This design comes from an exercise in tuning for small area and a short achievable clock period on the open sky130 flow, not from production work. At most, simulation tests tie the RTL to the original design; equivalence was not proved.

==> run A: inputs <==
Design e203_exu_alu_dpath, start of the top module:
module e203_exu_alu_dpath(
  input alu_req_alu,
  input alu_req_alu_add,
  input alu_req_alu_sub,
  input alu_req_alu_xor,
  input alu_req_alu_sll,
  input alu_req_alu_srl,
  input alu_req_alu_sra,
  input alu_req_alu_or,
  input alu_req_alu_and,
  input alu_req_alu_slt,
  input alu_req_alu_sltu,
  input alu_req_alu_lui,
  input [32-1:0] alu_req_alu_op1,
  input [32-1:0] alu_req_alu_op2,
  output [32-1:0] alu_req_alu_res,
  input bjp_req_alu,
  input [32-1:0] bjp_req_alu_op1,
  input [32-1:0] bjp_req_alu_op2,
  input bjp_req_alu_cmp_eq,
  input bjp_req_alu_cmp_ne,
  input bjp_req_alu_cmp_lt,
  input bjp_req_alu_cmp_gt,
  input bjp_req_alu_cmp_ltu,
  input bjp_req_alu_cmp_gtu,
  input bjp_req_alu_add,
  output bjp_req_alu_cmp_res,
  output [32-1:0] bjp_req_alu_add_res,
  input agu_req_alu,
  input [32-1:0] agu_req_alu_op1,
  input [32-1:0] agu_req_alu_op2,
  input agu_req_alu_swap,
  input agu_req_alu_add,
  input agu_req_alu_and,
  input agu_req_alu_or,
  input agu_req_alu_xor,
  input agu_req_alu_max,
  input agu_req_alu_min,
  input agu_req_alu_maxu,
  input agu_req_alu_minu,
  output [32-1:0] agu_req_alu_res,
  input agu_sbf_0_ena,
  input [32-1:0] agu_sbf_0_nxt,
  output [32-1:0] agu_sbf_0_r,
  input agu_sbf_1_ena,
  input [32-1:0] agu_sbf_1_nxt,
  output [32-1:0] agu_sbf_1_r,
  input clk,
  input rst_n
);
==> flow/config.mk <==
export PLATFORM = sky130hd
export DESIGN_NAME = e203_exu_alu_dpath
export DESIGN_NICKNAME = e203_exu_alu_dpath
export VERILOG_FILES = /design/flow/design.v
export SDC_FILE = /design/flow/constraint.sdc
export NUM_CORES = 4
export LEC_CHECK = 0
export CAP_MARGIN = 20
export CORE_MARGIN = 2
export CORE_UTILIZATION = 60
export SETUP_SLACK_MARGIN = 0.8
export SLEW_MARGIN = 20
==> flow/constraint.sdc <==
create_clock -name core_clock -period 8.5 [get_ports {clk}]
set_input_delay 1.7000 -clock core_clock [delete_from_list [all_inputs] [get_ports {clk}]]
set_output_delay 1.7000 -clock core_clock [all_outputs]
set_load 0.01 [all_outputs]
standard.sh (not shown) runs the stock make flow with config.mk's settings and CLKGATE_MAP_FILE= SYNTH_SCRIPT=/design/flow/synth_recipe.tcl, a recipe that flattens the netlist after the stock synthesis.
==> flow/flow/run.sh <==
#!/bin/bash
# Layout flow: the standard flow (standard.sh) with two changes:
#  - synthesis is the standard script (synth_recipe.tcl: same passes, flatten,
#    renames) except that ABC maps the logic with flow/abc.script;
#  - every port gets a buffer (as standard), but the plain buf_1 rather than
#    the delay cell buffer_ports picks by default.
set -euo pipefail
HERE=$(pwd)
export BUFFER_PORTS_ARGS="-buffer_cell sky130_fd_sc_hd__buf_1"
export MY_ABC_SCRIPT="$HERE/flow/abc.script"
make -C "$FLOW_HOME" DESIGN_CONFIG="$HERE/config.mk" WORK_HOME="$HERE/orfs" CLKGATE_MAP_FILE= \
  SYNTH_SCRIPT="$HERE/flow/synth.tcl" synth > "$HERE/synth_make.log" 2>&1
bash standard.sh > "$HERE/standard_flow.log" 2>&1
==> flow/flow/abc.script <==
strash
dch
map
buffer
upsize
dnsize
==> flow/flow/synth.tcl <==
# synth_recipe.tcl, with ABC's mapping script replaced by MY_ABC_SCRIPT.
proc synth {args} { yosys synth -nofsm -noshare {*}$args }
proc abc {args} {
  set i [lsearch -exact $args -script]
  if {$i >= 0 && [info exists ::env(MY_ABC_SCRIPT)]} { lset args [expr {$i + 1}] $::env(MY_ABC_SCRIPT) }
  puts "abc (own script): $args"
  yosys abc {*}$args
}
source $::env(SCRIPTS_DIR)/synth.tcl
# left out here: clear keep_hierarchy, flatten, clean up, hide names made inside functions, write 1_2_yosys.v
==> run K (differences from run A) <==
--- a/flow/design.v
+++ b/flow/design.v
@@ -89,17 +89,16 @@
 wire [W-1:0] a = ({W{a_alu}} & alu_req_alu_op1) | ({W{bjp}} & bjp_req_alu_op1) | ({W{a_agu}} & agu_req_alu_op1);
 wire [W-1:0] b = ({W{alu}} & alu_req_alu_op2) | ({W{bjp}} & bjp_req_alu_op2) | ({W{agu}} & agu_req_alu_op2);
 wire [W-1:0] bx = b ^ {W{op_sub}};
 wire [W-1:0] p  = a ^ bx;
 wire [W-1:0] g  = a & bx;
 wire [W-1:0] G0 = {g[W-1:1], g[0] | (p[0] & op_sub)};
 wire [W-1:0] P0 = p;
 wire [W-1:0] Gout;
-genvar lv, i;
 wire pg_g0_1 = G0[1] | (P0[1] & G0[0]);
 wire pg_g0_3 = G0[3] | (P0[3] & G0[2]);
 wire pg_p0_3 = P0[3] & P0[2];
 wire pg_g0_5 = G0[5] | (P0[5] & G0[4]);
 wire pg_p0_5 = P0[5] & P0[4];
 wire pg_g0_7 = G0[7] | (P0[7] & G0[6]);
 wire pg_p0_7 = P0[7] & P0[6];
 wire pg_g0_9 = G0[9] | (P0[9] & G0[8]);
@@ -219,32 +218,42 @@
 assign bjp_req_alu_cmp_res = (bjp_req_alu_cmp_eq & eq)
                            | (bjp_req_alu_cmp_ne & ~eq)
                            | ((bjp_req_alu_cmp_lt | bjp_req_alu_cmp_ltu) & lt)
                            | ((bjp_req_alu_cmp_gt | bjp_req_alu_cmp_gtu) & ~lt);
 wire sel_a = (op_maxs & ~lt) | (op_mins & lt);
 wire sel_b = (op_maxs & lt) | (op_mins & ~lt);
 wire [W-1:0] mm_res = (a & {W{sel_a}}) | (b & {W{sel_b}});
 wire [4:0] sh = alu_req_alu_op2[4:0];
-wire op_sll = alu & alu_req_alu_sll;
-wire op_shift = alu & (alu_req_alu_sll | alu_req_alu_srl | alu_req_alu_sra);
-wire [4:0] rot = op_sll ? (5'd0 - sh) : sh;   
-wire [W-1:0] rl [0:5];
-assign rl[0] = alu_req_alu_op1;
-generate
-  for (lv = 0; lv < 5; lv = lv + 1) begin : g_rot
-    assign rl[lv+1] = rot[lv] ? {rl[lv][(1<<lv)-1:0], rl[lv][W-1:(1<<lv)]} : rl[lv];
-  end
-endgenerate
-wire [W-1:0] shmask;
-generate
-  for (i = 0; i < W; i = i + 1) begin : g_mask
-    assign shmask[i] = op_shift & (op_sll ? (sh <= i) : ((W - 1 - i) >= sh));
-  end
-endgenerate
-wire fill = alu & alu_req_alu_sra & alu_req_alu_op1[W-1];
-wire [W-1:0] sh_res = (rl[5] & shmask) | ({W{fill}} & ~shmask);
+wire [W-1:0] sh_res;
+e203_alu_shifter u_sh(.alu(alu), .sll(alu_req_alu_sll), .srl(alu_req_alu_srl), .sra(alu_req_alu_sra),
+                      .a(alu_req_alu_op1), .sh(sh), .sh_res(sh_res));
 assign alu_req_alu_res     = sum_res | sh_res | {{W-1{1'b0}}, op_slt & lt};
 assign agu_req_alu_res     = sum_res | mm_res;
 assign bjp_req_alu_add_res = sum_res;
 sirv_gnrl_dffl #(W) sbf_0_dffl(agu_sbf_0_ena, agu_sbf_0_nxt, agu_sbf_0_r, clk);
 sirv_gnrl_dffl #(W) sbf_1_dffl(agu_sbf_1_ena, agu_sbf_1_nxt, agu_sbf_1_r, clk);
 endmodule
+module e203_alu_shifter(
+  input alu, input sll, input srl, input sra,
+  input [31:0] a, input [4:0] sh,
+  output [31:0] sh_res
+);
+localparam W = 32;
+genvar lv, i;
+wire op_shift = alu & (sll | srl | sra);
+wire op_right = alu & (srl | sra);
+wire fill = alu & sra & a[W-1];
+wire [W-1:0] shin;
+generate for (i = 0; i < W; i = i + 1) begin : g_rin
+  assign shin[i] = op_right ? a[W-1-i] : a[i];
+end endgenerate
+wire [W-1:0] sl [0:5];
+assign sl[0] = shin;
+generate
+  for (lv = 0; lv < 5; lv = lv + 1) begin : g_sl
+    assign sl[lv+1] = sh[lv] ? {sl[lv][W-1-(1<<lv):0], {(1<<lv){fill}}} : sl[lv];
+  end
+endgenerate
+generate for (i = 0; i < W; i = i + 1) begin : g_rout
+  assign sh_res[i] = op_shift & (op_right ? sl[5][W-1-i] : sl[5][i]);
+end endgenerate
+endmodule
==> flow/flow/run.sh (replaced) <==
#!/bin/bash
# Layout flow: the standard flow (standard.sh) with these changes:
#  - synthesis is the standard script (synth_recipe.tcl: same passes, then
#    flatten and renames) except for the ABC mapping scripts (see synth.tcl);
#  - every port gets a buffer, as standard, but the plain buf_1 rather than
#    the delay cell buffer_ports picks by default;
#  - extra make variables for the layout steps, if flow/make_args.txt exists
#    (e.g. letting timing repair resize cells across footprints);
#  - clock tree options from flow/cts_args.txt, if it exists.
set -euo pipefail
HERE=$(pwd)
export BUFFER_PORTS_ARGS="-buffer_cell sky130_fd_sc_hd__buf_1"
export MY_ABC_SCRIPT="$HERE/flow/abc.script"
if [[ -f "$HERE/flow/abc_sh.script" ]]; then
  # modules kept apart until the end of synthesis and mapped with abc_sh.script
  export MY_ABC_SCRIPT_SH="$HERE/flow/abc_sh.script"
  export SYNTH_KEEP_MODULES="$(cat "$HERE/flow/keep_modules.txt")"
fi
make -C "$FLOW_HOME" DESIGN_CONFIG="$HERE/config.mk" WORK_HOME="$HERE/orfs" CLKGATE_MAP_FILE= \
  SYNTH_SCRIPT="$HERE/flow/synth.tcl" synth > "$HERE/synth_make.log" 2>&1
unset SYNTH_KEEP_MODULES MY_ABC_SCRIPT MY_ABC_SCRIPT_SH
# clock tree options, if flow/cts_args.txt exists (replaces ORFS's defaults)
if [[ -f "$HERE/flow/cts_args.txt" ]]; then
  export CTS_ARGS="$(cat "$HERE/flow/cts_args.txt")"
fi
EXTRA=()
if [[ -f "$HERE/flow/make_args.txt" ]]; then
  read -r -a EXTRA < "$HERE/flow/make_args.txt"
fi
bash standard.sh "${EXTRA[@]}" finish > "$HERE/standard_flow.log" 2>&1
==> flow/flow/abc.script (replaced) <==
strash
dch -f
map
topo
buffer
upsize
dnsize
==> flow/flow/abc_sh.script (new file) <==
strash
&get -n
&fraig -x
&put
scorr
dc2
strash
&get -n
&dch -f
&nf -R 1000
&put
buffer
upsize
dnsize
==> flow/flow/cts_args.txt (new file) <==
-sink_clustering_enable -repair_clock_nets -buf_list sky130_fd_sc_hd__clkbuf_8 -dont_use_dummy_load
==> flow/flow/keep_modules.txt (new file) <==
e203_alu_shifter
==> flow/flow/make_args.txt (new file) <==
MATCH_CELL_FOOTPRINT=0
==> flow/flow/synth.tcl (replaced) <==
# synth_recipe.tcl, with ABC's mapping script replaced: flow/abc.script for the
# top module and, when the design keeps a shifter module apart
# (SYNTH_KEEP_MODULES), flow/abc_sh.script for that module. Everything is
# flattened at the end exactly as synth_recipe.tcl does.
proc synth {args} { yosys synth -nofsm -noshare {*}$args }
proc abc {args} {
  set i [lsearch -exact $args -script]
  set top $args
  lset top [expr {$i + 1}] $::env(MY_ABC_SCRIPT)
  if {[info exists ::env(MY_ABC_SCRIPT_SH)] && [info exists ::env(SYNTH_KEEP_MODULES)]} {
    set sh $args
    lset sh [expr {$i + 1}] $::env(MY_ABC_SCRIPT_SH)
    foreach m $::env(SYNTH_KEEP_MODULES) { yosys abc {*}$sh $m }
    yosys abc {*}$top $::env(DESIGN_NAME)
  } else {
    yosys abc {*}$top
  }
}
source $::env(SCRIPTS_DIR)/synth.tcl
# left out here: clear keep_hierarchy, flatten, clean up, hide names made inside functions, write 1_2_yosys.v
CORE_UTILIZATION = 40   (was 60)
CTS_BUF_LIST = sky130_fd_sc_hd__clkbuf_8   (was not set)
PLACE_DENSITY = 0.75   (was not set)
SETUP_SLACK_MARGIN = 1.2   (was 0.8)
==> run M (differences from run A) <==
CORE_UTILIZATION = 40   (was 60)
==> results.txt <==
After synthesis, the netlist uses 45 different library cells. The flow ran to the end and the layout has no timing, DRC or antenna violations. The simple logic cell fraction of the synthesized area was 0.2420; the fraction of synthesized area in multiplexers was 0.05020. The synthesized netlist occupies a cell area of 0.008773 sq mm. Counting every instance in the synthesized netlist gives 1,310.
The numbers above come from run M.

==> results.txt <==
The flow did not finish. The die width works out to 124.9 microns. The number of distinct library cell variants in the gate-level netlist after synthesis is 45, and the fraction of synthesized area in multiplexers is 0.05020.

The run gives 0.008773 sq mm as the netlist area before placement. The first error in the log reads "[ERROR PPL-0024] Number of IO pins (451) exceeds maximum number of available positions (444). Increase the die perimeter from 499.68um to 613.36um". For the number of standard cells after synthesis, the log shows 1,310.

The tools report the stage at which the flow ended as I/O pin placement (3_2_place_iop).
The numbers above come from run A.

==> results.txt <==
The logs give 0.008417 sq mm for the netlist area before placement and 59 for the number of distinct library cell variants in the gate-level netlist after synthesis. The number of standard cells after synthesis is 1,256. The flow ran to the end and the layout has no timing, DRC or antenna violations. Simple logic cell fraction of the synthesized area: 0.2854.
The numbers above come from run K.

Only the layout flow was run in run A and run M; the RTL was not checked for function there.

==> port drivers added, routing unchanged <==
The flow's constraints put no driver on any port. The routed layouts listed below were extracted and timed again, unchanged, in two steps.
Step 1, drivers: a clkbuf_16 drives clk and a buf_2 each remaining input, both assumed.
Step 2 adds t to the input delays and takes it off the output delays; t is the mean of the earliest and latest rising clock arrival at the registers after step 1. Input paths then give back, and output paths get back, about the clock's delay inside the block.
a / b / c = no drivers / after step 1 / after step 2; a / b = the first two.
| run | t (ns) | setup slack, ns | worst setup path at the end | clock arrival spread, ns | slew at the worst register clock pin (ns) |
|---|---|---|---|---|---|
| run K | 0.358 | 1.405 / 1.385 / 1.385 | input to output | 0.028 / 0.028 | 0.08 / 0.08 |
| run M | 0.364 | 0.993 / 0.968 / 0.968 | input to output | 0.007 / 0.007 | 0.06 / 0.06 |
After both steps every run listed still meets setup and hold. The setup slack of run M, which loses most, moves by -0.025 ns with the drivers and by -0.025 ns with both steps.
